Background: an optimization exercise with open tools, aiming at small area. Do not read the settings as production practice. In this exercise RTL edits were held to simulation tests only and were not proved equivalent to the original.

==> flow/design.v <==
`timescale 1ns / 1ps
module draw_line(clk, rst_n, wea, x, y, m, b, dir, range, index_rd, line_x, line_y, finish);
input             clk, rst_n;
input             wea;
input      [31:0] x, y, m, b, dir, range;
input      [31:0] index_rd;
output     [31:0] line_x, line_y;
output     reg finish;
reg        [31:0] cnt, cnt_upd;
reg        [31:0] x_reg, m_reg, acc;
reg               mv, dec;
reg        [4:0]  idx;
reg        [1:0]  ph;
genvar gi;
wire [32:0] ltc;
assign ltc[0] = 1'b0;
generate for (gi = 0; gi < 32; gi = gi + 1) begin : g_lt
    assign ltc[gi+1] = (range[gi] & ~cnt[gi]) | (range[gi] & ltc[gi]) | (~cnt[gi] & ltc[gi]);
end endgenerate
wire        lt = ltc[32];
wire [32:0] cch;
assign cch[0] = lt;
generate for (gi = 0; gi < 32; gi = gi + 1) begin : g_cnt
    assign cch[gi+1] = cch[gi] & cnt_upd[gi];
end endgenerate
always @(posedge clk or negedge rst_n) begin
    if (!rst_n) begin
        cnt     <= 32'd0;
        cnt_upd <= 32'd0;
        finish  <= 1'b0;
    end else begin
        cnt     <= cnt_upd ^ cch[31:0];
        cnt_upd <= cnt;
        finish  <= !lt;
    end
end
wire        start  = wea && !rst_n;
always @(posedge clk) begin
    if (start)
        ph <= 2'd0;
    else if (ph != 2'd3)
        ph <= ph + 2'd1;
end
wire        rd   = !start && ph == 2'd3;
wire        dneg = rd && dec;
wire [4:0]  kz   = mv ? idx : 5'd0;
always @(posedge clk) begin
    if (start || ph != 2'd3)
        m_reg <= start ? {m[23:0], m[31:24]} : {m_reg[23:0], m_reg[31:24]};
end
wire [31:0] mmask = (ph == 2'd0) ? 32'hFFFFFF00 :
                    (ph == 2'd1) ? 32'hFFFF0000 :
                    (ph == 2'd2) ? 32'hFF000000 : 32'hFFFFFFFF;
wire [31:0] mop = start ? m : (m_reg & mmask);
reg  [7:0]  wop;
reg         wm1;
wire [31:0] aop = start ? b : acc;
always @(*) begin
    if (start) begin
        wop = x[7:0];  wm1 = 1'b0;
    end else case (ph)
        2'd0: begin wop = x_reg[15:8];  wm1 = x_reg[7];  end
        2'd1: begin wop = x_reg[23:16]; wm1 = x_reg[15]; end
        2'd2: begin wop = x_reg[31:24]; wm1 = x_reg[23]; end
        default: begin wop = {3'd0, kz}; wm1 = 1'b0; end
    endcase
end
wire [31:0] mac;
wire [3:0] one, two, neg;
wire [31:0] mopn = ~mop;
wire [8:0] wx = {wop, wm1};
assign one[0] = wx[1] ^ wx[0];
assign two[0] = (wx[2] & ~wx[1] & ~wx[0]) | (~wx[2] & wx[1] & wx[0]);
assign neg[0] = wx[2] ^ dneg;
wire [31:0] bp0;
dl_bpp b0_0 (.mn1(mopn[0]), .mn0(1'b1), .onen(~one[0]), .twon(~two[0]), .neg(neg[0]), .p(bp0[0]));
dl_bpp b0_1 (.mn1(mopn[1]), .mn0(mopn[0]), .onen(~one[0]), .twon(~two[0]), .neg(neg[0]), .p(bp0[1]));
dl_bpp b0_2 (.mn1(mopn[2]), .mn0(mopn[1]), .onen(~one[0]), .twon(~two[0]), .neg(neg[0]), .p(bp0[2]));
dl_bpp b0_3 (.mn1(mopn[3]), .mn0(mopn[2]), .onen(~one[0]), .twon(~two[0]), .neg(neg[0]), .p(bp0[3]));
dl_bpp b0_4 (.mn1(mopn[4]), .mn0(mopn[3]), .onen(~one[0]), .twon(~two[0]), .neg(neg[0]), .p(bp0[4]));
dl_bpp b0_5 (.mn1(mopn[5]), .mn0(mopn[4]), .onen(~one[0]), .twon(~two[0]), .neg(neg[0]), .p(bp0[5]));
dl_bpp b0_6 (.mn1(mopn[6]), .mn0(mopn[5]), .onen(~one[0]), .twon(~two[0]), .neg(neg[0]), .p(bp0[6]));
dl_bpp b0_7 (.mn1(mopn[7]), .mn0(mopn[6]), .onen(~one[0]), .twon(~two[0]), .neg(neg[0]), .p(bp0[7]));
dl_bpp b0_8 (.mn1(mopn[8]), .mn0(mopn[7]), .onen(~one[0]), .twon(~two[0]), .neg(neg[0]), .p(bp0[8]));
dl_bpp b0_9 (.mn1(mopn[9]), .mn0(mopn[8]), .onen(~one[0]), .twon(~two[0]), .neg(neg[0]), .p(bp0[9]));
dl_bpp b0_10 (.mn1(mopn[10]), .mn0(mopn[9]), .onen(~one[0]), .twon(~two[0]), .neg(neg[0]), .p(bp0[10]));
dl_bpp b0_11 (.mn1(mopn[11]), .mn0(mopn[10]), .onen(~one[0]), .twon(~two[0]), .neg(neg[0]), .p(bp0[11]));
dl_bpp b0_12 (.mn1(mopn[12]), .mn0(mopn[11]), .onen(~one[0]), .twon(~two[0]), .neg(neg[0]), .p(bp0[12]));
dl_bpp b0_13 (.mn1(mopn[13]), .mn0(mopn[12]), .onen(~one[0]), .twon(~two[0]), .neg(neg[0]), .p(bp0[13]));
dl_bpp b0_14 (.mn1(mopn[14]), .mn0(mopn[13]), .onen(~one[0]), .twon(~two[0]), .neg(neg[0]), .p(bp0[14]));
dl_bpp b0_15 (.mn1(mopn[15]), .mn0(mopn[14]), .onen(~one[0]), .twon(~two[0]), .neg(neg[0]), .p(bp0[15]));
dl_bpp b0_16 (.mn1(mopn[16]), .mn0(mopn[15]), .onen(~one[0]), .twon(~two[0]), .neg(neg[0]), .p(bp0[16]));
dl_bpp b0_17 (.mn1(mopn[17]), .mn0(mopn[16]), .onen(~one[0]), .twon(~two[0]), .neg(neg[0]), .p(bp0[17]));
dl_bpp b0_18 (.mn1(mopn[18]), .mn0(mopn[17]), .onen(~one[0]), .twon(~two[0]), .neg(neg[0]), .p(bp0[18]));
dl_bpp b0_19 (.mn1(mopn[19]), .mn0(mopn[18]), .onen(~one[0]), .twon(~two[0]), .neg(neg[0]), .p(bp0[19]));
dl_bpp b0_20 (.mn1(mopn[20]), .mn0(mopn[19]), .onen(~one[0]), .twon(~two[0]), .neg(neg[0]), .p(bp0[20]));
dl_bpp b0_21 (.mn1(mopn[21]), .mn0(mopn[20]), .onen(~one[0]), .twon(~two[0]), .neg(neg[0]), .p(bp0[21]));
dl_bpp b0_22 (.mn1(mopn[22]), .mn0(mopn[21]), .onen(~one[0]), .twon(~two[0]), .neg(neg[0]), .p(bp0[22]));
dl_bpp b0_23 (.mn1(mopn[23]), .mn0(mopn[22]), .onen(~one[0]), .twon(~two[0]), .neg(neg[0]), .p(bp0[23]));
dl_bpp b0_24 (.mn1(mopn[24]), .mn0(mopn[23]), .onen(~one[0]), .twon(~two[0]), .neg(neg[0]), .p(bp0[24]));
dl_bpp b0_25 (.mn1(mopn[25]), .mn0(mopn[24]), .onen(~one[0]), .twon(~two[0]), .neg(neg[0]), .p(bp0[25]));
dl_bpp b0_26 (.mn1(mopn[26]), .mn0(mopn[25]), .onen(~one[0]), .twon(~two[0]), .neg(neg[0]), .p(bp0[26]));
dl_bpp b0_27 (.mn1(mopn[27]), .mn0(mopn[26]), .onen(~one[0]), .twon(~two[0]), .neg(neg[0]), .p(bp0[27]));
dl_bpp b0_28 (.mn1(mopn[28]), .mn0(mopn[27]), .onen(~one[0]), .twon(~two[0]), .neg(neg[0]), .p(bp0[28]));
dl_bpp b0_29 (.mn1(mopn[29]), .mn0(mopn[28]), .onen(~one[0]), .twon(~two[0]), .neg(neg[0]), .p(bp0[29]));
dl_bpp b0_30 (.mn1(mopn[30]), .mn0(mopn[29]), .onen(~one[0]), .twon(~two[0]), .neg(neg[0]), .p(bp0[30]));
dl_bpp b0_31 (.mn1(mopn[31]), .mn0(mopn[30]), .onen(~one[0]), .twon(~two[0]), .neg(neg[0]), .p(bp0[31]));
assign one[1] = wx[3] ^ wx[2];
assign two[1] = (wx[4] & ~wx[3] & ~wx[2]) | (~wx[4] & wx[3] & wx[2]);
assign neg[1] = wx[4] ^ dneg;
wire [29:0] bp1;
dl_bpp b1_0 (.mn1(mopn[0]), .mn0(1'b1), .onen(~one[1]), .twon(~two[1]), .neg(neg[1]), .p(bp1[0]));
dl_bpp b1_1 (.mn1(mopn[1]), .mn0(mopn[0]), .onen(~one[1]), .twon(~two[1]), .neg(neg[1]), .p(bp1[1]));
dl_bpp b1_2 (.mn1(mopn[2]), .mn0(mopn[1]), .onen(~one[1]), .twon(~two[1]), .neg(neg[1]), .p(bp1[2]));
dl_bpp b1_3 (.mn1(mopn[3]), .mn0(mopn[2]), .onen(~one[1]), .twon(~two[1]), .neg(neg[1]), .p(bp1[3]));
dl_bpp b1_4 (.mn1(mopn[4]), .mn0(mopn[3]), .onen(~one[1]), .twon(~two[1]), .neg(neg[1]), .p(bp1[4]));
dl_bpp b1_5 (.mn1(mopn[5]), .mn0(mopn[4]), .onen(~one[1]), .twon(~two[1]), .neg(neg[1]), .p(bp1[5]));
dl_bpp b1_6 (.mn1(mopn[6]), .mn0(mopn[5]), .onen(~one[1]), .twon(~two[1]), .neg(neg[1]), .p(bp1[6]));
dl_bpp b1_7 (.mn1(mopn[7]), .mn0(mopn[6]), .onen(~one[1]), .twon(~two[1]), .neg(neg[1]), .p(bp1[7]));
dl_bpp b1_8 (.mn1(mopn[8]), .mn0(mopn[7]), .onen(~one[1]), .twon(~two[1]), .neg(neg[1]), .p(bp1[8]));
dl_bpp b1_9 (.mn1(mopn[9]), .mn0(mopn[8]), .onen(~one[1]), .twon(~two[1]), .neg(neg[1]), .p(bp1[9]));
dl_bpp b1_10 (.mn1(mopn[10]), .mn0(mopn[9]), .onen(~one[1]), .twon(~two[1]), .neg(neg[1]), .p(bp1[10]));
dl_bpp b1_11 (.mn1(mopn[11]), .mn0(mopn[10]), .onen(~one[1]), .twon(~two[1]), .neg(neg[1]), .p(bp1[11]));
dl_bpp b1_12 (.mn1(mopn[12]), .mn0(mopn[11]), .onen(~one[1]), .twon(~two[1]), .neg(neg[1]), .p(bp1[12]));
dl_bpp b1_13 (.mn1(mopn[13]), .mn0(mopn[12]), .onen(~one[1]), .twon(~two[1]), .neg(neg[1]), .p(bp1[13]));
dl_bpp b1_14 (.mn1(mopn[14]), .mn0(mopn[13]), .onen(~one[1]), .twon(~two[1]), .neg(neg[1]), .p(bp1[14]));
dl_bpp b1_15 (.mn1(mopn[15]), .mn0(mopn[14]), .onen(~one[1]), .twon(~two[1]), .neg(neg[1]), .p(bp1[15]));
dl_bpp b1_16 (.mn1(mopn[16]), .mn0(mopn[15]), .onen(~one[1]), .twon(~two[1]), .neg(neg[1]), .p(bp1[16]));
dl_bpp b1_17 (.mn1(mopn[17]), .mn0(mopn[16]), .onen(~one[1]), .twon(~two[1]), .neg(neg[1]), .p(bp1[17]));
dl_bpp b1_18 (.mn1(mopn[18]), .mn0(mopn[17]), .onen(~one[1]), .twon(~two[1]), .neg(neg[1]), .p(bp1[18]));
dl_bpp b1_19 (.mn1(mopn[19]), .mn0(mopn[18]), .onen(~one[1]), .twon(~two[1]), .neg(neg[1]), .p(bp1[19]));
dl_bpp b1_20 (.mn1(mopn[20]), .mn0(mopn[19]), .onen(~one[1]), .twon(~two[1]), .neg(neg[1]), .p(bp1[20]));
dl_bpp b1_21 (.mn1(mopn[21]), .mn0(mopn[20]), .onen(~one[1]), .twon(~two[1]), .neg(neg[1]), .p(bp1[21]));
dl_bpp b1_22 (.mn1(mopn[22]), .mn0(mopn[21]), .onen(~one[1]), .twon(~two[1]), .neg(neg[1]), .p(bp1[22]));
dl_bpp b1_23 (.mn1(mopn[23]), .mn0(mopn[22]), .onen(~one[1]), .twon(~two[1]), .neg(neg[1]), .p(bp1[23]));
dl_bpp b1_24 (.mn1(mopn[24]), .mn0(mopn[23]), .onen(~one[1]), .twon(~two[1]), .neg(neg[1]), .p(bp1[24]));
dl_bpp b1_25 (.mn1(mopn[25]), .mn0(mopn[24]), .onen(~one[1]), .twon(~two[1]), .neg(neg[1]), .p(bp1[25]));
dl_bpp b1_26 (.mn1(mopn[26]), .mn0(mopn[25]), .onen(~one[1]), .twon(~two[1]), .neg(neg[1]), .p(bp1[26]));
dl_bpp b1_27 (.mn1(mopn[27]), .mn0(mopn[26]), .onen(~one[1]), .twon(~two[1]), .neg(neg[1]), .p(bp1[27]));
dl_bpp b1_28 (.mn1(mopn[28]), .mn0(mopn[27]), .onen(~one[1]), .twon(~two[1]), .neg(neg[1]), .p(bp1[28]));
dl_bpp b1_29 (.mn1(mopn[29]), .mn0(mopn[28]), .onen(~one[1]), .twon(~two[1]), .neg(neg[1]), .p(bp1[29]));
assign one[2] = wx[5] ^ wx[4];
assign two[2] = (wx[6] & ~wx[5] & ~wx[4]) | (~wx[6] & wx[5] & wx[4]);
assign neg[2] = wx[6] ^ dneg;
wire [27:0] bp2;
dl_bpp b2_0 (.mn1(mopn[0]), .mn0(1'b1), .onen(~one[2]), .twon(~two[2]), .neg(neg[2]), .p(bp2[0]));
dl_bpp b2_1 (.mn1(mopn[1]), .mn0(mopn[0]), .onen(~one[2]), .twon(~two[2]), .neg(neg[2]), .p(bp2[1]));
dl_bpp b2_2 (.mn1(mopn[2]), .mn0(mopn[1]), .onen(~one[2]), .twon(~two[2]), .neg(neg[2]), .p(bp2[2]));
dl_bpp b2_3 (.mn1(mopn[3]), .mn0(mopn[2]), .onen(~one[2]), .twon(~two[2]), .neg(neg[2]), .p(bp2[3]));
dl_bpp b2_4 (.mn1(mopn[4]), .mn0(mopn[3]), .onen(~one[2]), .twon(~two[2]), .neg(neg[2]), .p(bp2[4]));
dl_bpp b2_5 (.mn1(mopn[5]), .mn0(mopn[4]), .onen(~one[2]), .twon(~two[2]), .neg(neg[2]), .p(bp2[5]));
dl_bpp b2_6 (.mn1(mopn[6]), .mn0(mopn[5]), .onen(~one[2]), .twon(~two[2]), .neg(neg[2]), .p(bp2[6]));
dl_bpp b2_7 (.mn1(mopn[7]), .mn0(mopn[6]), .onen(~one[2]), .twon(~two[2]), .neg(neg[2]), .p(bp2[7]));
dl_bpp b2_8 (.mn1(mopn[8]), .mn0(mopn[7]), .onen(~one[2]), .twon(~two[2]), .neg(neg[2]), .p(bp2[8]));
dl_bpp b2_9 (.mn1(mopn[9]), .mn0(mopn[8]), .onen(~one[2]), .twon(~two[2]), .neg(neg[2]), .p(bp2[9]));
dl_bpp b2_10 (.mn1(mopn[10]), .mn0(mopn[9]), .onen(~one[2]), .twon(~two[2]), .neg(neg[2]), .p(bp2[10]));
dl_bpp b2_11 (.mn1(mopn[11]), .mn0(mopn[10]), .onen(~one[2]), .twon(~two[2]), .neg(neg[2]), .p(bp2[11]));
dl_bpp b2_12 (.mn1(mopn[12]), .mn0(mopn[11]), .onen(~one[2]), .twon(~two[2]), .neg(neg[2]), .p(bp2[12]));
dl_bpp b2_13 (.mn1(mopn[13]), .mn0(mopn[12]), .onen(~one[2]), .twon(~two[2]), .neg(neg[2]), .p(bp2[13]));
dl_bpp b2_14 (.mn1(mopn[14]), .mn0(mopn[13]), .onen(~one[2]), .twon(~two[2]), .neg(neg[2]), .p(bp2[14]));
dl_bpp b2_15 (.mn1(mopn[15]), .mn0(mopn[14]), .onen(~one[2]), .twon(~two[2]), .neg(neg[2]), .p(bp2[15]));
dl_bpp b2_16 (.mn1(mopn[16]), .mn0(mopn[15]), .onen(~one[2]), .twon(~two[2]), .neg(neg[2]), .p(bp2[16]));
dl_bpp b2_17 (.mn1(mopn[17]), .mn0(mopn[16]), .onen(~one[2]), .twon(~two[2]), .neg(neg[2]), .p(bp2[17]));
dl_bpp b2_18 (.mn1(mopn[18]), .mn0(mopn[17]), .onen(~one[2]), .twon(~two[2]), .neg(neg[2]), .p(bp2[18]));
dl_bpp b2_19 (.mn1(mopn[19]), .mn0(mopn[18]), .onen(~one[2]), .twon(~two[2]), .neg(neg[2]), .p(bp2[19]));
dl_bpp b2_20 (.mn1(mopn[20]), .mn0(mopn[19]), .onen(~one[2]), .twon(~two[2]), .neg(neg[2]), .p(bp2[20]));
dl_bpp b2_21 (.mn1(mopn[21]), .mn0(mopn[20]), .onen(~one[2]), .twon(~two[2]), .neg(neg[2]), .p(bp2[21]));
dl_bpp b2_22 (.mn1(mopn[22]), .mn0(mopn[21]), .onen(~one[2]), .twon(~two[2]), .neg(neg[2]), .p(bp2[22]));
dl_bpp b2_23 (.mn1(mopn[23]), .mn0(mopn[22]), .onen(~one[2]), .twon(~two[2]), .neg(neg[2]), .p(bp2[23]));
dl_bpp b2_24 (.mn1(mopn[24]), .mn0(mopn[23]), .onen(~one[2]), .twon(~two[2]), .neg(neg[2]), .p(bp2[24]));
dl_bpp b2_25 (.mn1(mopn[25]), .mn0(mopn[24]), .onen(~one[2]), .twon(~two[2]), .neg(neg[2]), .p(bp2[25]));
dl_bpp b2_26 (.mn1(mopn[26]), .mn0(mopn[25]), .onen(~one[2]), .twon(~two[2]), .neg(neg[2]), .p(bp2[26]));
dl_bpp b2_27 (.mn1(mopn[27]), .mn0(mopn[26]), .onen(~one[2]), .twon(~two[2]), .neg(neg[2]), .p(bp2[27]));
assign one[3] = wx[7] ^ wx[6];
assign two[3] = (wx[8] & ~wx[7] & ~wx[6]) | (~wx[8] & wx[7] & wx[6]);
assign neg[3] = wx[8] ^ dneg;
wire [25:0] bp3;
dl_bpp b3_0 (.mn1(mopn[0]), .mn0(1'b1), .onen(~one[3]), .twon(~two[3]), .neg(neg[3]), .p(bp3[0]));
dl_bpp b3_1 (.mn1(mopn[1]), .mn0(mopn[0]), .onen(~one[3]), .twon(~two[3]), .neg(neg[3]), .p(bp3[1]));
dl_bpp b3_2 (.mn1(mopn[2]), .mn0(mopn[1]), .onen(~one[3]), .twon(~two[3]), .neg(neg[3]), .p(bp3[2]));
dl_bpp b3_3 (.mn1(mopn[3]), .mn0(mopn[2]), .onen(~one[3]), .twon(~two[3]), .neg(neg[3]), .p(bp3[3]));
dl_bpp b3_4 (.mn1(mopn[4]), .mn0(mopn[3]), .onen(~one[3]), .twon(~two[3]), .neg(neg[3]), .p(bp3[4]));
dl_bpp b3_5 (.mn1(mopn[5]), .mn0(mopn[4]), .onen(~one[3]), .twon(~two[3]), .neg(neg[3]), .p(bp3[5]));
dl_bpp b3_6 (.mn1(mopn[6]), .mn0(mopn[5]), .onen(~one[3]), .twon(~two[3]), .neg(neg[3]), .p(bp3[6]));
dl_bpp b3_7 (.mn1(mopn[7]), .mn0(mopn[6]), .onen(~one[3]), .twon(~two[3]), .neg(neg[3]), .p(bp3[7]));
dl_bpp b3_8 (.mn1(mopn[8]), .mn0(mopn[7]), .onen(~one[3]), .twon(~two[3]), .neg(neg[3]), .p(bp3[8]));
dl_bpp b3_9 (.mn1(mopn[9]), .mn0(mopn[8]), .onen(~one[3]), .twon(~two[3]), .neg(neg[3]), .p(bp3[9]));
dl_bpp b3_10 (.mn1(mopn[10]), .mn0(mopn[9]), .onen(~one[3]), .twon(~two[3]), .neg(neg[3]), .p(bp3[10]));
dl_bpp b3_11 (.mn1(mopn[11]), .mn0(mopn[10]), .onen(~one[3]), .twon(~two[3]), .neg(neg[3]), .p(bp3[11]));
dl_bpp b3_12 (.mn1(mopn[12]), .mn0(mopn[11]), .onen(~one[3]), .twon(~two[3]), .neg(neg[3]), .p(bp3[12]));
dl_bpp b3_13 (.mn1(mopn[13]), .mn0(mopn[12]), .onen(~one[3]), .twon(~two[3]), .neg(neg[3]), .p(bp3[13]));
dl_bpp b3_14 (.mn1(mopn[14]), .mn0(mopn[13]), .onen(~one[3]), .twon(~two[3]), .neg(neg[3]), .p(bp3[14]));
dl_bpp b3_15 (.mn1(mopn[15]), .mn0(mopn[14]), .onen(~one[3]), .twon(~two[3]), .neg(neg[3]), .p(bp3[15]));
dl_bpp b3_16 (.mn1(mopn[16]), .mn0(mopn[15]), .onen(~one[3]), .twon(~two[3]), .neg(neg[3]), .p(bp3[16]));
dl_bpp b3_17 (.mn1(mopn[17]), .mn0(mopn[16]), .onen(~one[3]), .twon(~two[3]), .neg(neg[3]), .p(bp3[17]));
dl_bpp b3_18 (.mn1(mopn[18]), .mn0(mopn[17]), .onen(~one[3]), .twon(~two[3]), .neg(neg[3]), .p(bp3[18]));
dl_bpp b3_19 (.mn1(mopn[19]), .mn0(mopn[18]), .onen(~one[3]), .twon(~two[3]), .neg(neg[3]), .p(bp3[19]));
dl_bpp b3_20 (.mn1(mopn[20]), .mn0(mopn[19]), .onen(~one[3]), .twon(~two[3]), .neg(neg[3]), .p(bp3[20]));
dl_bpp b3_21 (.mn1(mopn[21]), .mn0(mopn[20]), .onen(~one[3]), .twon(~two[3]), .neg(neg[3]), .p(bp3[21]));
dl_bpp b3_22 (.mn1(mopn[22]), .mn0(mopn[21]), .onen(~one[3]), .twon(~two[3]), .neg(neg[3]), .p(bp3[22]));
dl_bpp b3_23 (.mn1(mopn[23]), .mn0(mopn[22]), .onen(~one[3]), .twon(~two[3]), .neg(neg[3]), .p(bp3[23]));
dl_bpp b3_24 (.mn1(mopn[24]), .mn0(mopn[23]), .onen(~one[3]), .twon(~two[3]), .neg(neg[3]), .p(bp3[24]));
dl_bpp b3_25 (.mn1(mopn[25]), .mn0(mopn[24]), .onen(~one[3]), .twon(~two[3]), .neg(neg[3]), .p(bp3[25]));
wire t1;
wire t2;
dl_fa u2 (.a(aop[2]), .b(bp0[2]), .c(bp1[0]), .s(t1), .co(t2));
wire t3;
wire t4;
dl_fa u4 (.a(aop[3]), .b(bp0[3]), .c(bp1[1]), .s(t3), .co(t4));
wire t5;
wire t6;
dl_fa u6 (.a(aop[4]), .b(bp0[4]), .c(bp1[2]), .s(t5), .co(t6));
wire t7;
wire t8;
dl_fa u8 (.a(bp2[0]), .b(neg[2]), .c(t4), .s(t7), .co(t8));
wire t9;
wire t10;
dl_fa u10 (.a(aop[5]), .b(bp0[5]), .c(bp1[3]), .s(t9), .co(t10));
wire t11;
wire t12;
dl_fa u12 (.a(bp2[1]), .b(t6), .c(t9), .s(t11), .co(t12));
wire t13;
wire t14;
dl_fa u14 (.a(aop[6]), .b(bp0[6]), .c(bp1[4]), .s(t13), .co(t14));
wire t15;
wire t16;
dl_fa u16 (.a(bp2[2]), .b(bp3[0]), .c(neg[3]), .s(t15), .co(t16));
wire t17;
wire t18;
dl_fa u18 (.a(t10), .b(t13), .c(t15), .s(t17), .co(t18));
wire t19;
wire t20;
dl_fa u20 (.a(aop[7]), .b(bp0[7]), .c(bp1[5]), .s(t19), .co(t20));
wire t21;
wire t22;
dl_fa u22 (.a(bp2[3]), .b(bp3[1]), .c(t14), .s(t21), .co(t22));
wire t23;
wire t24;
dl_fa u24 (.a(t16), .b(t19), .c(t18), .s(t23), .co(t24));
wire t25;
wire t26;
dl_fa u26 (.a(aop[8]), .b(bp0[8]), .c(bp1[6]), .s(t25), .co(t26));
wire t27;
wire t28;
dl_fa u28 (.a(bp2[4]), .b(bp3[2]), .c(t20), .s(t27), .co(t28));
wire t29;
wire t30;
dl_fa u30 (.a(t25), .b(t22), .c(t27), .s(t29), .co(t30));
wire t31;
wire t32;
dl_fa u32 (.a(aop[9]), .b(bp0[9]), .c(bp1[7]), .s(t31), .co(t32));
wire t33;
wire t34;
dl_fa u34 (.a(bp2[5]), .b(bp3[3]), .c(t26), .s(t33), .co(t34));
wire t35;
wire t36;
dl_fa u36 (.a(t31), .b(t28), .c(t33), .s(t35), .co(t36));
wire t37;
wire t38;
dl_fa u38 (.a(aop[10]), .b(bp0[10]), .c(bp1[8]), .s(t37), .co(t38));
wire t39;
wire t40;
dl_fa u40 (.a(bp2[6]), .b(bp3[4]), .c(t32), .s(t39), .co(t40));
wire t41;
wire t42;
dl_fa u42 (.a(t37), .b(t34), .c(t39), .s(t41), .co(t42));
wire t43;
wire t44;
dl_fa u44 (.a(aop[11]), .b(bp0[11]), .c(bp1[9]), .s(t43), .co(t44));
wire t45;
wire t46;
dl_fa u46 (.a(bp2[7]), .b(bp3[5]), .c(t38), .s(t45), .co(t46));
wire t47;
wire t48;
dl_fa u48 (.a(t43), .b(t40), .c(t45), .s(t47), .co(t48));
wire t49;
wire t50;
dl_fa u50 (.a(aop[12]), .b(bp0[12]), .c(bp1[10]), .s(t49), .co(t50));
wire t51;
wire t52;
dl_fa u52 (.a(bp2[8]), .b(bp3[6]), .c(t44), .s(t51), .co(t52));
wire t53;
wire t54;
dl_fa u54 (.a(t49), .b(t46), .c(t51), .s(t53), .co(t54));
wire t55;
wire t56;
dl_fa u56 (.a(aop[13]), .b(bp0[13]), .c(bp1[11]), .s(t55), .co(t56));
wire t57;
wire t58;
dl_fa u58 (.a(bp2[9]), .b(bp3[7]), .c(t50), .s(t57), .co(t58));
wire t59;
wire t60;
dl_fa u60 (.a(t55), .b(t52), .c(t57), .s(t59), .co(t60));
wire t61;
wire t62;
dl_fa u62 (.a(aop[14]), .b(bp0[14]), .c(bp1[12]), .s(t61), .co(t62));
wire t63;
wire t64;
dl_fa u64 (.a(bp2[10]), .b(bp3[8]), .c(t56), .s(t63), .co(t64));
wire t65;
wire t66;
dl_fa u66 (.a(t61), .b(t58), .c(t63), .s(t65), .co(t66));
wire t67;
wire t68;
dl_fa u68 (.a(aop[15]), .b(bp0[15]), .c(bp1[13]), .s(t67), .co(t68));
wire t69;
wire t70;
dl_fa u70 (.a(bp2[11]), .b(bp3[9]), .c(t62), .s(t69), .co(t70));
wire t71;
wire t72;
dl_fa u72 (.a(t67), .b(t64), .c(t69), .s(t71), .co(t72));
wire t73;
wire t74;
dl_fa u74 (.a(aop[16]), .b(bp0[16]), .c(bp1[14]), .s(t73), .co(t74));
wire t75;
wire t76;
dl_fa u76 (.a(bp2[12]), .b(bp3[10]), .c(t68), .s(t75), .co(t76));
wire t77;
wire t78;
dl_fa u78 (.a(t73), .b(t70), .c(t75), .s(t77), .co(t78));
wire t79;
wire t80;
dl_fa u80 (.a(aop[17]), .b(bp0[17]), .c(bp1[15]), .s(t79), .co(t80));
wire t81;
wire t82;
dl_fa u82 (.a(bp2[13]), .b(bp3[11]), .c(t74), .s(t81), .co(t82));
wire t83;
wire t84;
dl_fa u84 (.a(t79), .b(t76), .c(t81), .s(t83), .co(t84));
wire t85;
wire t86;
dl_fa u86 (.a(aop[18]), .b(bp0[18]), .c(bp1[16]), .s(t85), .co(t86));
wire t87;
wire t88;
dl_fa u88 (.a(bp2[14]), .b(bp3[12]), .c(t80), .s(t87), .co(t88));
wire t89;
wire t90;
dl_fa u90 (.a(t85), .b(t82), .c(t87), .s(t89), .co(t90));
wire t91;
wire t92;
dl_fa u92 (.a(aop[19]), .b(bp0[19]), .c(bp1[17]), .s(t91), .co(t92));
wire t93;
wire t94;
dl_fa u94 (.a(bp2[15]), .b(bp3[13]), .c(t86), .s(t93), .co(t94));
wire t95;
wire t96;
dl_fa u96 (.a(t91), .b(t88), .c(t93), .s(t95), .co(t96));
wire t97;
wire t98;
dl_fa u98 (.a(aop[20]), .b(bp0[20]), .c(bp1[18]), .s(t97), .co(t98));
wire t99;
wire t100;
dl_fa u100 (.a(bp2[16]), .b(bp3[14]), .c(t92), .s(t99), .co(t100));
wire t101;
wire t102;
dl_fa u102 (.a(t97), .b(t94), .c(t99), .s(t101), .co(t102));
wire t103;
wire t104;
dl_fa u104 (.a(aop[21]), .b(bp0[21]), .c(bp1[19]), .s(t103), .co(t104));
wire t105;
wire t106;
dl_fa u106 (.a(bp2[17]), .b(bp3[15]), .c(t103), .s(t105), .co(t106));
wire t107;
wire t108;
dl_fa u108 (.a(t98), .b(t100), .c(t105), .s(t107), .co(t108));
wire t109;
wire t110;
dl_fa u110 (.a(aop[22]), .b(bp0[22]), .c(bp1[20]), .s(t109), .co(t110));
wire t111;
wire t112;
dl_fa u112 (.a(bp2[18]), .b(bp3[16]), .c(t104), .s(t111), .co(t112));
wire t113;
wire t114;
dl_fa u114 (.a(t109), .b(t106), .c(t111), .s(t113), .co(t114));
wire t115;
wire t116;
dl_fa u116 (.a(aop[23]), .b(bp0[23]), .c(bp1[21]), .s(t115), .co(t116));
wire t117;
wire t118;
dl_fa u118 (.a(bp2[19]), .b(bp3[17]), .c(t110), .s(t117), .co(t118));
wire t119;
wire t120;
dl_fa u120 (.a(t115), .b(t112), .c(t117), .s(t119), .co(t120));
wire t121;
wire t122;
dl_fa u122 (.a(aop[24]), .b(bp0[24]), .c(bp1[22]), .s(t121), .co(t122));
wire t123;
wire t124;
dl_fa u124 (.a(bp2[20]), .b(bp3[18]), .c(t116), .s(t123), .co(t124));
wire t125;
wire t126;
dl_fa u126 (.a(t121), .b(t118), .c(t123), .s(t125), .co(t126));
wire t127;
wire t128;
dl_fa u128 (.a(aop[25]), .b(bp0[25]), .c(bp1[23]), .s(t127), .co(t128));
wire t129;
wire t130;
dl_fa u130 (.a(bp2[21]), .b(bp3[19]), .c(t122), .s(t129), .co(t130));
wire t131;
wire t132;
dl_fa u132 (.a(t127), .b(t124), .c(t129), .s(t131), .co(t132));
wire t133;
wire t134;
dl_fa u134 (.a(aop[26]), .b(bp0[26]), .c(bp1[24]), .s(t133), .co(t134));
wire t135;
wire t136;
dl_fa u136 (.a(bp2[22]), .b(bp3[20]), .c(t128), .s(t135), .co(t136));
wire t137;
wire t138;
dl_fa u138 (.a(t133), .b(t130), .c(t135), .s(t137), .co(t138));
wire t139;
wire t140;
dl_fa u140 (.a(aop[27]), .b(bp0[27]), .c(bp1[25]), .s(t139), .co(t140));
wire t141;
wire t142;
dl_fa u142 (.a(bp2[23]), .b(bp3[21]), .c(t134), .s(t141), .co(t142));
wire t143;
wire t144;
dl_fa u144 (.a(t139), .b(t136), .c(t141), .s(t143), .co(t144));
wire t145;
wire t146;
dl_fa u146 (.a(aop[28]), .b(bp0[28]), .c(bp1[26]), .s(t145), .co(t146));
wire t147;
wire t148;
dl_fa u148 (.a(bp2[24]), .b(bp3[22]), .c(t140), .s(t147), .co(t148));
wire t149;
wire t150;
dl_fa u150 (.a(t145), .b(t142), .c(t147), .s(t149), .co(t150));
wire t151;
wire t152;
dl_fa u152 (.a(aop[29]), .b(bp0[29]), .c(bp1[27]), .s(t151), .co(t152));
wire t153;
wire t154;
dl_fa u154 (.a(bp2[25]), .b(bp3[23]), .c(t146), .s(t153), .co(t154));
wire t155;
wire t156;
dl_fa u156 (.a(t151), .b(t148), .c(t153), .s(t155), .co(t156));
wire t157;
wire t158;
dl_fa u158 (.a(aop[30]), .b(bp0[30]), .c(bp1[28]), .s(t157), .co(t158));
wire t159;
wire t160;
dl_fa u160 (.a(bp2[26]), .b(bp3[24]), .c(t152), .s(t159), .co(t160));
wire t161;
wire t162;
dl_fa u162 (.a(t157), .b(t154), .c(t159), .s(t161), .co(t162));
wire t163;
dl_fa u163 (.a(aop[31]), .b(bp0[31]), .c(bp1[29]), .s(t163), .co());
wire t164;
dl_fa u164 (.a(bp2[27]), .b(bp3[25]), .c(t158), .s(t164), .co());
wire t165;
dl_fa u165 (.a(t163), .b(t160), .c(t164), .s(t165), .co());
wire t166;
wire t167;
dl_fa u167 (.a(aop[0]), .b(bp0[0]), .c(neg[0]), .s(t166), .co(t167));
wire t168;
wire t169;
dl_fa u169 (.a(aop[1]), .b(bp0[1]), .c(t167), .s(t168), .co(t169));
wire t170;
wire t171;
dl_fa u171 (.a(neg[1]), .b(t1), .c(t169), .s(t170), .co(t171));
wire t172;
wire t173;
dl_fa u173 (.a(t2), .b(t3), .c(t171), .s(t172), .co(t173));
wire t174;
wire t175;
dl_fa u175 (.a(t5), .b(t7), .c(t173), .s(t174), .co(t175));
wire t176;
wire t177;
dl_fa u177 (.a(t11), .b(t8), .c(t175), .s(t176), .co(t177));
wire t178;
wire t179;
dl_fa u179 (.a(t12), .b(t17), .c(t177), .s(t178), .co(t179));
wire t180;
wire t181;
dl_fa u181 (.a(t21), .b(t23), .c(t179), .s(t180), .co(t181));
wire t182;
wire t183;
dl_fa u183 (.a(t24), .b(t29), .c(t181), .s(t182), .co(t183));
wire t184;
wire t185;
dl_fa u185 (.a(t30), .b(t35), .c(t183), .s(t184), .co(t185));
wire t186;
wire t187;
dl_fa u187 (.a(t36), .b(t41), .c(t185), .s(t186), .co(t187));
wire t188;
wire t189;
dl_fa u189 (.a(t42), .b(t47), .c(t187), .s(t188), .co(t189));
wire t190;
wire t191;
dl_ha u191 (.a(t48), .b(t53), .s(t190), .co(t191));
wire t192;
wire t193;
dl_fa u193 (.a(t54), .b(t59), .c(t191), .s(t192), .co(t193));
wire t194;
wire t195;
dl_fa u195 (.a(t60), .b(t65), .c(t193), .s(t194), .co(t195));
wire t196;
wire t197;
dl_fa u197 (.a(t66), .b(t71), .c(t195), .s(t196), .co(t197));
wire t198;
wire t199;
dl_fa u199 (.a(t72), .b(t77), .c(t197), .s(t198), .co(t199));
wire t200;
wire t201;
dl_fa u201 (.a(t78), .b(t83), .c(t199), .s(t200), .co(t201));
wire t202;
wire t203;
dl_fa u203 (.a(t84), .b(t89), .c(t201), .s(t202), .co(t203));
wire t204;
wire t205;
dl_fa u205 (.a(t90), .b(t95), .c(t203), .s(t204), .co(t205));
wire t206;
wire t207;
dl_fa u207 (.a(t101), .b(t96), .c(t205), .s(t206), .co(t207));
wire t208;
wire t209;
dl_fa u209 (.a(t102), .b(t107), .c(t207), .s(t208), .co(t209));
wire t210;
assign t210 = t190 ^ t189;
wire t211;
assign t211 = t192 ^ (t189 & t190);
wire t212;
assign t212 = t190 & t192;
wire t213;
assign t213 = t194 ^ (t189 & t212);
wire t214;
assign t214 = t212 & t194;
wire t215;
assign t215 = t196 ^ (t189 & t214);
wire t216;
assign t216 = t214 & t196;
wire t217;
assign t217 = t198 ^ (t189 & t216);
wire t218;
assign t218 = t216 & t198;
wire t219;
assign t219 = t200 ^ (t189 & t218);
wire t220;
assign t220 = t218 & t200;
wire t221;
assign t221 = t202 ^ (t189 & t220);
wire t222;
assign t222 = t220 & t202;
wire t223;
assign t223 = t204 ^ (t189 & t222);
wire t224;
assign t224 = t222 & t204;
wire t225;
assign t225 = t206 ^ (t189 & t224);
wire t226;
assign t226 = t224 & t206;
wire t227;
assign t227 = t208 ^ (t189 & t226);
wire t228;
assign t228 = t226 & t208;
wire t229;
assign t229 = t209 | (t189 & t228);
wire t230;
wire t231;
dl_ha u231 (.a(t108), .b(t113), .s(t230), .co(t231));
wire t232;
wire t233;
dl_fa u233 (.a(t114), .b(t119), .c(t231), .s(t232), .co(t233));
wire t234;
wire t235;
dl_fa u235 (.a(t120), .b(t125), .c(t233), .s(t234), .co(t235));
wire t236;
wire t237;
dl_fa u237 (.a(t126), .b(t131), .c(t235), .s(t236), .co(t237));
wire t238;
wire t239;
dl_fa u239 (.a(t132), .b(t137), .c(t237), .s(t238), .co(t239));
wire t240;
wire t241;
dl_fa u241 (.a(t138), .b(t143), .c(t239), .s(t240), .co(t241));
wire t242;
wire t243;
dl_fa u243 (.a(t144), .b(t149), .c(t241), .s(t242), .co(t243));
wire t244;
wire t245;
dl_fa u245 (.a(t150), .b(t155), .c(t243), .s(t244), .co(t245));
wire t246;
wire t247;
dl_fa u247 (.a(t156), .b(t161), .c(t245), .s(t246), .co(t247));
wire t248;
dl_fa u248 (.a(t162), .b(t165), .c(t247), .s(t248), .co());
wire t249;
assign t249 = t230 ^ t229;
wire t250;
assign t250 = t232 ^ (t229 & t230);
wire t251;
assign t251 = t230 & t232;
wire t252;
assign t252 = t234 ^ (t229 & t251);
wire t253;
assign t253 = t251 & t234;
wire t254;
assign t254 = t236 ^ (t229 & t253);
wire t255;
assign t255 = t253 & t236;
wire t256;
assign t256 = t238 ^ (t229 & t255);
wire t257;
assign t257 = t255 & t238;
wire t258;
assign t258 = t240 ^ (t229 & t257);
wire t259;
assign t259 = t257 & t240;
wire t260;
assign t260 = t242 ^ (t229 & t259);
wire t261;
assign t261 = t259 & t242;
wire t262;
assign t262 = t244 ^ (t229 & t261);
wire t263;
assign t263 = t261 & t244;
wire t264;
assign t264 = t246 ^ (t229 & t263);
wire t265;
assign t265 = t263 & t246;
wire t266;
assign t266 = t248 ^ (t229 & t265);
assign mac = {t266, t264, t262, t260, t258, t256, t254, t252, t250, t249, t227, t225, t223, t221, t219, t217, t215, t213, t211, t210, t188, t186, t184, t182, t180, t178, t176, t174, t172, t170, t168, t166};
always @(posedge clk) begin
    if (start) begin
        x_reg <= x;
        dec   <= (dir == 32'd0);
        mv    <= (dir == 32'd0) || (dir == 32'd1);
    end
    if (start || ph != 2'd3)
        acc <= mac;
    idx <= index_rd[4:0];
end
wire [32:0] lxc;
assign lxc[0] = dec;
generate for (gi = 0; gi < 5; gi = gi + 1) begin : g_lxl
    dl_fa u (.a(x_reg[gi]), .b(kz[gi] ^ dec), .c(lxc[gi]), .s(line_x[gi]), .co(lxc[gi+1]));
end endgenerate
wire        lxu = lxc[5] ^ dec;
wire [27:0] lxh;
assign lxh[0] = lxu;
generate for (gi = 0; gi < 27; gi = gi + 1) begin : g_lxh
    dl_ud u (.x(x_reg[5+gi]), .dec(dec), .c(lxh[gi]), .y(line_x[5+gi]), .co(lxh[gi+1]));
end endgenerate
assign line_y = mac;
endmodule
module dl_fa(a, b, c, s, co);
input  a, b, c;
output s, co;
assign s  = a ^ b ^ c;
assign co = (a & b) | (a & c) | (b & c);
endmodule
module dl_ha(a, b, s, co);
input  a, b;
output s, co;
assign s  = a ^ b;
assign co = a & b;
endmodule
module dl_ud(x, dec, c, y, co);
input  x, dec, c;
output y, co;
assign y  = x ^ c;
assign co = c & (x ^ dec);
endmodule
module dl_bpp(mn1, mn0, onen, twon, neg, p);
input  mn1, mn0, onen, twon, neg;
output p;
assign p = ~((mn1 | onen) & (mn0 | twon)) ^ neg;
endmodule
==> flow/flow/run.sh <==
#!/bin/bash
# The standard layout (the standard.sh: the standard synthesis and ORFS
# from floorplan to finish), with these changes to how the layout is made:
#  - at the start of the floorplan step, flow/downsize.tcl swaps every
#    combinational cell for the smallest cell of the same function; the
#    timing repair of the floorplan and later steps sizes up what is needed;
#  - the port buffers that global placement adds to every input and output
#    are sky130_fd_sc_hd__buf_1 cells instead of the default buffer;
#  - clock tree synthesis adds no dummy loads and uses clkbuf_8 buffers.
# make's full output goes to flow_make.log in this folder.
set -euo pipefail
here=$(pwd)
bash standard.sh \
  "PRE_FLOORPLAN_TCL=$here/flow/downsize.tcl" \
  "BUFFER_PORTS_ARGS=-buffer_cell sky130_fd_sc_hd__buf_1" \
  "CTS_ARGS=-sink_clustering_enable -repair_clock_nets -dont_use_dummy_load -buf_list sky130_fd_sc_hd__clkbuf_8" \
  finish > flow_make.log 2>&1
==> flow/flow/downsize.tcl <==
# Sized-down start for the resizer: every combinational cell of the
# synthesized netlist is swapped for the smallest cell of the same function
# (same name but for the drive-strength suffix). Registers, tie cells and
# buffers are left as they are. The floorplan's and later stages' timing
# repair then size up what the timing needs.
set db [ord::get_db]
set n 0
set saved 0.0
foreach inst [[ord::get_db_block] getInsts] {
  set mname [[$inst getMaster] getName]
  if {![regexp {^(sky130_fd_sc_hd__([a-z0-9]+))_([0-9]+)$} $mname -> base func drive]} { continue }
  if {[regexp {^(df|edf|sdf|sed|dl|conb|buf|clkbuf|clkdly|dlygate|tap|fill|decap|diode)} $func]} { continue }
  set cur [$inst getMaster]
  set best $cur
  set best_area [expr {[$cur getWidth] * [$cur getHeight]}]
  foreach d {0 1 2 4 6 8 12 16} {
    set cand [$db findMaster "${base}_$d"]
    if {$cand == "NULL" || $cand == ""} { continue }
    set a [expr {[$cand getWidth] * [$cand getHeight]}]
    if {$a < $best_area} { set best $cand; set best_area $a }
  }
  if {$best != $cur} {
    set saved [expr {$saved + [$cur getWidth] * [$cur getHeight] - $best_area}]
    $inst swapMaster $best
    incr n
  }
}
puts "downsize.tcl: swapped $n cells to their smallest size, [expr {$saved / 1e6}] um2 less"
==> flow/standard.sh <==
#!/bin/bash
# synth_recipe.tcl (not shown) runs the flow's synth.tcl, then flattens the netlist and writes it again
# the make line also repeats each setting of config.mk as NAME=value (left out here)
make -C /OpenROAD-flow-scripts/flow DESIGN_CONFIG=/design/flow/config.mk WORK_HOME=/design/flow/orfs CLKGATE_MAP_FILE= SYNTH_SCRIPT=/design/flow/synth_recipe.tcl "${@:-finish}"
==> flow/config.mk <==
export PLATFORM = sky130hd
export DESIGN_NAME = draw_line
export DESIGN_NICKNAME = draw_line
export VERILOG_FILES = /design/flow/design.v
export SDC_FILE = /design/flow/constraint.sdc
export NUM_CORES = 4
export LEC_CHECK = 0
export CAP_MARGIN = 20
export CORE_MARGIN = 2
export CORE_UTILIZATION = 40
export SLEW_MARGIN = 20
export SYNTH_HIERARCHICAL = 1
export SYNTH_MINIMUM_KEEP_SIZE = 0
==> flow/constraint.sdc <==
create_clock -name core_clock -period 14.0 [get_ports {clk}]
set_input_delay 2.8000 -clock core_clock [delete_from_list [all_inputs] [get_ports {clk}]]
set_output_delay 2.8000 -clock core_clock [all_outputs]
set_load 0.01 [all_outputs]
==> impl_metrics.tcl, run 1 <==
set metrics [dict create \
    status "finished clean" \
    drive_above_1_share 0.08375 \
    vias_per_cell 5.179 \
    post_drt_wl_per_cell_um 18.03 \
    antenna_found_initial 0 \
    period_share 0.9665 \
    postSynthCellCount 1133 \
    max_freq_mhz 73.91 \
    dr_total_vias 9384 \
    cts_max_level 4 \
    overflow 0 \
    tns_ps 0 \
    start_util 0.4038 \
    num_rows 65 \
    core_um2 31310 \
    reg2reg_depth 25 \
    fin_crit_ps 13530 \
    grt_pass1_vias 9702 \
    grt_max_degree 66 \
    dieHeight_um 181.8 \
    cts-root-buf "clkbuf_8" \
    regArea_um2 4710 \
    numCtsBuffers 17 \
    avgSynthCellArea_um2 11.16 \
    syn2layout_area_growth_pct 16.45 \
    maxSlewHeadroom 0.3865 \
    hold_buffers 0 \
    drv_cap 0 \
    final_util 0.4702 \
    multi_input_area_um2 7624 \
    rsz0062_at_grt "false" \
    syn_area_um2 12640 \
    cp_max_fo 13 \
    drc 0 \
    synth_warnings 7 \
    hold_depth 0 \
    hold_path.class "reg2reg" \
    track_usage 0.2055 \
    final.fill_count 2969 \
    worst_pin_slew_ps 920.3 \
    reg2reg_to "acc[23]$_DFFE_PP_" \
    maxSlewViolCount 0 \
    portBuffers 232 \
    io_pins 292 \
    path_class "in2out" \
    clock_sinks 170 \
    r2r-start "ph[0]$_SDFFE_PP0P_" \
    tritoncts "done" \
    required_ps 11200 \
    hold_viol_final 0 \
    die_w_um 181.8 \
    dp_hpwl_um 25520 \
    rrSetupSlack_ps 5190 \
    finalNetCount 1798 \
    hold-path-endpoint "cnt_upd[31]$_DFF_PN0_" \
    cp.arrival_ps 10730 \
    grt_pass1_wl_um 52140 \
    setup.worst_path.end_class "output pin" \
    clk_pin_slew_ps 80 \
    totalWireLength_um 32670 \
    min_from "cnt[31]$_DFF_PN0_" \
    dr.pass1.iters 7 \
    drtIter0Drc 734 \
    skew_ps 29.75 \
    cts_buffer_depth 2 \
    die_area_um2 33050 \
    start_kind "input port" \
    place_congestion 0.8387 \
    insertion_delay_ps 490 \
    detail-route-antenna-nets 0 \
    setup_violations 0 \
]
[repair_timing]
action                                 CTS  global route
endpoints found under the hold margin    0             0
buffers inserted                         0             8
pin swaps                                0             3
resized for setup                        2            13
setup endpoints to repair                3             9
[per-layer routing]
metal,GRT usage,vias up,share of wire
li1,-,4461,-
met1,0.2778,4567,0.44
met2,0.3343,315,0.48
met3,0.04272,41,0.060
met4,0.06179,0,0.022
met5,0,-,0
[through the flow]
step | std cells | worst slack [ps] | hold slack, ps | cell area [um^2]
global placement | 1786 | -92.78 | 362.6 | 14380
global route | 1811 | 15.40 | 398.7 | 14720
CTS | 1803 | 21.64 | 383.2 | 14610
floorplan | 1136 | 13.04 | 353.7 | 12740
detailed placement | 1786 | -218.5 | 362.9 | 14380
finish | 1812 | 469.4 | 378.9 | 14720
[layout by cell type, fill, tap and decap left out, types with 4 or more instances in the layout]
cell,count
dfrtp_1,65
fa_1,119
buf_4,76
nand2_1,195
conb_1,4
nand3_1,14
xor2_1,179
a222oi_1,9
dfxtp_1,7
o21ai_0,8
mux2i_1,9
xnor2_1,16
buf_1,231
ha_1,41
nor4_1,7
o22ai_1,123
and2_1,27
nand2b_1,9
a21boi_0,11
nand4_1,5
edfxtp_1,98
nor2_1,11
nor2b_1,13
maj3_1,11
clkbuf_8,17
inv_1,37
nor3_1,4
o211ai_1,6
[critical path: stages]
cell and delay, ps:
clkbuf_2 110, nand2b_4 210, inv_4 70, or3_1 480, xnor2_2 180, buf_4 190
buf_4 230, o22ai_1 130, xor2_1 170, fa_1 420, fa_1 390, fa_1 400
fa_1 400, fa_1 400, fa_1 400, fa_1 400, fa_1 390, fa_1 390
fa_1 390, fa_1 390, fa_1 420, and4_2 320, and2_1 200, a41o_1 250
ha_1 210, xor2_2 190, buf_1 170
[worst max-delay path by stage]
| stage | from | end | slack, ps | cells past startpoint |
|---|---|---|---|---|
| after detailed placement | rst_n | line_y[31] | -220 | 27 |
| after floorplan | rst_n | line_y[31] | 10 | 27 |
| after global placement | rst_n | line_y[31] | -90 | 27 |
| after global routing | rst_n | line_y[31] | 20 | 28 |
| final | rst_n | line_y[23] | 470 | 27 |
| after CTS | rst_n | line_y[31] | 20 | 28 |
[layout make-up]
type / instances / share of cell area
Clock buffer: 17 / 0.01589
Inverter: 38 / 0.009858
Multi-Input combinational cell: 872 / 0.5178
Antenna cell: 1 / 0.0001700
Sequential cell: 170 / 0.3199
Tap cell: 402 / 0.03416
Timing Repair Buffer: 312 / 0.1022
==> run 2, diff against run 1 <==
--- a/flow/design.v
+++ b/flow/design.v
@@ -488,7 +488,7 @@
 dl_fa u189 (.a(t42), .b(t47), .c(t187), .s(t188), .co(t189));
 wire t190;
 wire t191;
-dl_ha u191 (.a(t48), .b(t53), .s(t190), .co(t191));
+dl_fa u191 (.a(t48), .b(t53), .c(t189), .s(t190), .co(t191));
 wire t192;
 wire t193;
 dl_fa u193 (.a(t54), .b(t59), .c(t191), .s(t192), .co(t193));
@@ -500,7 +500,7 @@
 dl_fa u197 (.a(t66), .b(t71), .c(t195), .s(t196), .co(t197));
 wire t198;
 wire t199;
-dl_fa u199 (.a(t72), .b(t77), .c(t197), .s(t198), .co(t199));
+dl_ha u199 (.a(t72), .b(t77), .s(t198), .co(t199));
 wire t200;
 wire t201;
 dl_fa u201 (.a(t78), .b(t83), .c(t199), .s(t200), .co(t201));
@@ -517,111 +517,95 @@
 wire t209;
 dl_fa u209 (.a(t102), .b(t107), .c(t207), .s(t208), .co(t209));
 wire t210;
-assign t210 = t190 ^ t189;
 wire t211;
-assign t211 = t192 ^ (t189 & t190);
+dl_fa u211 (.a(t108), .b(t113), .c(t209), .s(t210), .co(t211));
 wire t212;
-assign t212 = t190 & t192;
 wire t213;
-assign t213 = t194 ^ (t189 & t212);
+dl_fa u213 (.a(t114), .b(t119), .c(t211), .s(t212), .co(t213));
 wire t214;
-assign t214 = t212 & t194;
+assign t214 = t198 ^ t197;
 wire t215;
-assign t215 = t196 ^ (t189 & t214);
+assign t215 = t200 ^ (t197 & t198);
 wire t216;
-assign t216 = t214 & t196;
+assign t216 = t198 & t200;
 wire t217;
-assign t217 = t198 ^ (t189 & t216);
+assign t217 = t202 ^ (t197 & t216);
 wire t218;
-assign t218 = t216 & t198;
+assign t218 = t216 & t202;
 wire t219;
-assign t219 = t200 ^ (t189 & t218);
+assign t219 = t204 ^ (t197 & t218);
 wire t220;
-assign t220 = t218 & t200;
+assign t220 = t218 & t204;
 wire t221;
-assign t221 = t202 ^ (t189 & t220);
+assign t221 = t206 ^ (t197 & t220);
 wire t222;
-assign t222 = t220 & t202;
+assign t222 = t220 & t206;
 wire t223;
-assign t223 = t204 ^ (t189 & t222);
+assign t223 = t208 ^ (t197 & t222);
 wire t224;
-assign t224 = t222 & t204;
+assign t224 = t222 & t208;
 wire t225;
-assign t225 = t206 ^ (t189 & t224);
+assign t225 = t210 ^ (t197 & t224);
 wire t226;
-assign t226 = t224 & t206;
+assign t226 = t224 & t210;
 wire t227;
-assign t227 = t208 ^ (t189 & t226);
+assign t227 = t212 ^ (t197 & t226);
 wire t228;
-assign t228 = t226 & t208;
+assign t228 = t226 & t212;
 wire t229;
-assign t229 = t209 | (t189 & t228);
+assign t229 = t213 | (t197 & t228);
 wire t230;
 wire t231;
-dl_ha u231 (.a(t108), .b(t113), .s(t230), .co(t231));
+dl_ha u231 (.a(t120), .b(t125), .s(t230), .co(t231));
 wire t232;
 wire t233;
-dl_fa u233 (.a(t114), .b(t119), .c(t231), .s(t232), .co(t233));
+dl_fa u233 (.a(t126), .b(t131), .c(t231), .s(t232), .co(t233));
 wire t234;
 wire t235;
-dl_fa u235 (.a(t120), .b(t125), .c(t233), .s(t234), .co(t235));
+dl_fa u235 (.a(t132), .b(t137), .c(t233), .s(t234), .co(t235));
 wire t236;
 wire t237;
-dl_fa u237 (.a(t126), .b(t131), .c(t235), .s(t236), .co(t237));
+dl_fa u237 (.a(t138), .b(t143), .c(t235), .s(t236), .co(t237));
 wire t238;
 wire t239;
-dl_fa u239 (.a(t132), .b(t137), .c(t237), .s(t238), .co(t239));
+dl_fa u239 (.a(t144), .b(t149), .c(t237), .s(t238), .co(t239));
 wire t240;
 wire t241;
-dl_fa u241 (.a(t138), .b(t143), .c(t239), .s(t240), .co(t241));
+dl_fa u241 (.a(t150), .b(t155), .c(t239), .s(t240), .co(t241));
 wire t242;
 wire t243;
-dl_fa u243 (.a(t144), .b(t149), .c(t241), .s(t242), .co(t243));
+dl_fa u243 (.a(t156), .b(t161), .c(t241), .s(t242), .co(t243));
 wire t244;
+dl_fa u244 (.a(t162), .b(t165), .c(t243), .s(t244), .co());
 wire t245;
-dl_fa u245 (.a(t150), .b(t155), .c(t243), .s(t244), .co(t245));
+assign t245 = t230 ^ t229;
 wire t246;
+assign t246 = t232 ^ (t229 & t230);
 wire t247;
-dl_fa u247 (.a(t156), .b(t161), .c(t245), .s(t246), .co(t247));
+assign t247 = t230 & t232;
 wire t248;
-dl_fa u248 (.a(t162), .b(t165), .c(t247), .s(t248), .co());
+assign t248 = t234 ^ (t229 & t247);
 wire t249;
-assign t249 = t230 ^ t229;
+assign t249 = t247 & t234;
 wire t250;
-assign t250 = t232 ^ (t229 & t230);
+assign t250 = t236 ^ (t229 & t249);
 wire t251;
-assign t251 = t230 & t232;
+assign t251 = t249 & t236;
 wire t252;
-assign t252 = t234 ^ (t229 & t251);
+assign t252 = t238 ^ (t229 & t251);
 wire t253;
-assign t253 = t251 & t234;
+assign t253 = t251 & t238;
 wire t254;
-assign t254 = t236 ^ (t229 & t253);
+assign t254 = t240 ^ (t229 & t253);
 wire t255;
-assign t255 = t253 & t236;
+assign t255 = t253 & t240;
 wire t256;
-assign t256 = t238 ^ (t229 & t255);
+assign t256 = t242 ^ (t229 & t255);
 wire t257;
-assign t257 = t255 & t238;
+assign t257 = t255 & t242;
 wire t258;
-assign t258 = t240 ^ (t229 & t257);
-wire t259;
-assign t259 = t257 & t240;
-wire t260;
-assign t260 = t242 ^ (t229 & t259);
-wire t261;
-assign t261 = t259 & t242;
-wire t262;
-assign t262 = t244 ^ (t229 & t261);
-wire t263;
-assign t263 = t261 & t244;
-wire t264;
-assign t264 = t246 ^ (t229 & t263);
-wire t265;
-assign t265 = t263 & t246;
-wire t266;
-assign t266 = t248 ^ (t229 & t265);
-assign mac = {t266, t264, t262, t260, t258, t256, t254, t252, t250, t249, t227, t225, t223, t221, t219, t217, t215, t213, t211, t210, t188, t186, t184, t182, t180, t178, t176, t174, t172, t170, t168, t166};
+assign t258 = t244 ^ (t229 & t257);
+assign mac = {t258, t256, t254, t252, t250, t248, t246, t245, t227, t225, t223, t221, t219, t217, t215, t214, t196, t194, t192, t190, t188, t186, t184, t182, t180, t178, t176, t174, t172, t170, t168, t166};
 always @(posedge clk) begin
     if (start) begin
         x_reg <= x;
==> run 2 against run 1 <==
Net effect:
- critical path depth grew 3
- fmax shrank 1.5%
- global-route usage is essentially flat
- first-iteration DRC count shrank 11%
- synthesized area shrank 0.62%
- worst hold slack is essentially flat
- wire length shrank 0.65%
- clock skew grew 6.7 ps
- count of clock-buffer cells in the layout is the same
- critical path type unchanged
==> impl_metrics.tcl, run 2 <==
set metrics [dict create \
    start_kind "input port" \
    worst_pin_slew_ps 916.4 \
    grt_max_degree 66 \
    diodes 0 \
    rrSetupSlack_ps 4980 \
    die_w_um 181.2 \
    slowest_delay_ps 410 \
    tritoncts "done" \
    cts_buffer_depth 2 \
    dr.pass1.iters 8 \
    cp_common_cell "fa_2" \
    io_pins 292 \
    syn2layout_area_growth_pct 16.84 \
    route.met2.wl_um 15630 \
    layout.cells.non_filler 1788 \
    core_um2 30750 \
    syn_area_um2 12560 \
    detail-route-antenna-nets 0 \
    maxSlewHeadroom 0.3891 \
    post_drt_wl_per_cell_um 18.15 \
    totalWireLength_um 32450 \
    path_class "in2out" \
    critPathTopFamily "adder cells" \
    path_depth 30 \
    grt_pass1_wl_um 52100 \
    clock_sinks 170 \
    drtIter0Drc 653 \
    postLayoutCellArea_um2 14680 \
    postSynthCellCount 1122 \
    crit_buf_inv 3 \
    numCtsBuffers 17 \
    cp.arrival_ps 10930 \
    clk_pin_slew_ps 90 \
    top_layer_used "met4" \
    dieHeight_um 181.2 \
    status "finished clean" \
    reg2reg_depth 31 \
    dp.cells 1770 \
    hold_buffers 0 \
    dp_hpwl_um 25060 \
    finalNetCount 1781 \
    drive_above_1_share 0.09626 \
    track_usage 0.2053 \
    place_area_um2 14390 \
    hold_viol_final 0 \
    fin_crit_ps 13730 \
    setup_violations 0 \
    start_util 0.4086 \
    synth_warnings 7 \
    overflow 0 \
    layout_commonest_cell "buf_1" \
    maxSlewViolCount 0 \
    grt_pass1_vias 9652 \
    wl_met3_um 1801 \
    regArea_um2 4710 \
    period_share 0.9810 \
    antenna_found_initial 0 \
    num_rows 64 \
    met1_length_um 14130 \
    hold_depth 0 \
    portBuffers 232 \
    insertion_delay_ps 500 \
    rsz0062_at_grt "false" \
    pre_cts_ws_ps -213.4 \
    required_ps 11200 \
    hold_path.class "reg2reg" \
    mostFrequentLayoutCells "228 x buf_1, 194 x nand2_1, 178 x xor2_1" \
    crit_slowest_cell "or3_4" \
    die_area_um2 32840 \
    dr_total_vias 9390 \
    vias_per_cell 5.252 \
    skew_ps 36.43 \
    tns_ps 0 \
    multi_input_area_um2 7637 \
    cp_max_fo 6 \
    avgSynthCellArea_um2 11.20 \
    worst_slack_ps 266.0 \
    drc 0 \
    max_freq_mhz 72.81 \
    cts-root-buf "clkbuf_8" \
    cts_max_level 4 \
    drv_cap 0 \
    final.fill_count 2899 \
    setup.worst_path.end_class "output pin" \
    place_congestion 0.8682 \
]
==> run 2: cell type report <==
class	instances	area share
sequential	170	0.3208
clock buffer	17	0.01594
tap	396	0.03375
timing repair buffer	306	0.09938
inverter	38	0.009887
multi-input combinational	861	0.5202
==> run 2: timing repair <==
item	in CTS	in global routing
pin swaps	0	2
setup endpoints to repair	6	8
cloned	0	0
gates resized for setup	5	8
buffers inserted	0	1
==> run 2: routing by layer <==
metal,track usage,up-vias
met5,0,-
met4,0.06797,0
met3,0.03769,46
met2,0.3362,327
met1,0.2759,4620
li1,-,4397
==> run 2: path summary, 6_finish.rpt <==
check | from | endpoint
max | rst_n | line_y[31]
min | cnt[0]$_DFF_PN0_ | cnt_upd[0]$_DFF_PN0_
max reg2reg | ph[0]$_SDFFE_PP0P_ | acc[31]$_DFFE_PP_
min reg2reg | cnt[0]$_DFF_PN0_ | cnt_upd[0]$_DFF_PN0_
max in group asynchronous | rst_n | cnt[9]$_DFF_PN0_
min in group asynchronous | rst_n | cnt[26]$_DFF_PN0_
==> run 2: metrics by stage <==
stage	util	hold WS, ps
4_1_cts	0.4762	384.4
6_report	0.4774	379.2
5_1_grt	0.4774	390.9
2_1_floorplan	-	353.7
3_3_place_gp	0.4681	362.2
3_5_place_dp	0.4681	362.2

==> port drivers added, routing unchanged <==
No port has a modelled driver above. Below, the same layouts with a new extraction and two added sets of constraints. Step 1, drivers: a clkbuf_16 drives clk and a buf_2 each remaining input, both assumed. Step 2 moves the port delays by t, midway between the first and last clock arrival at a register: inputs arrive t later, outputs are due t later. That takes back most of the time a late clock gives input paths. Three values: ideal, step 1, step 2; two values: the first two.
| run | t (ns) | slack for setup (ns) | clock arrival spread, ns |
|---|---|---|---|
| run 1 | 0.528 | 0.469 / 0.445 / 0.445 | 0.031 / 0.031 |
| run 2 | 0.527 | 0.266 / 0.228 / 0.228 | 0.036 / 0.036 |
After both steps every run listed still meets setup and hold. The setup slack of run 2, which loses most, moves by -0.038 ns with the drivers and by -0.038 ns with both steps.
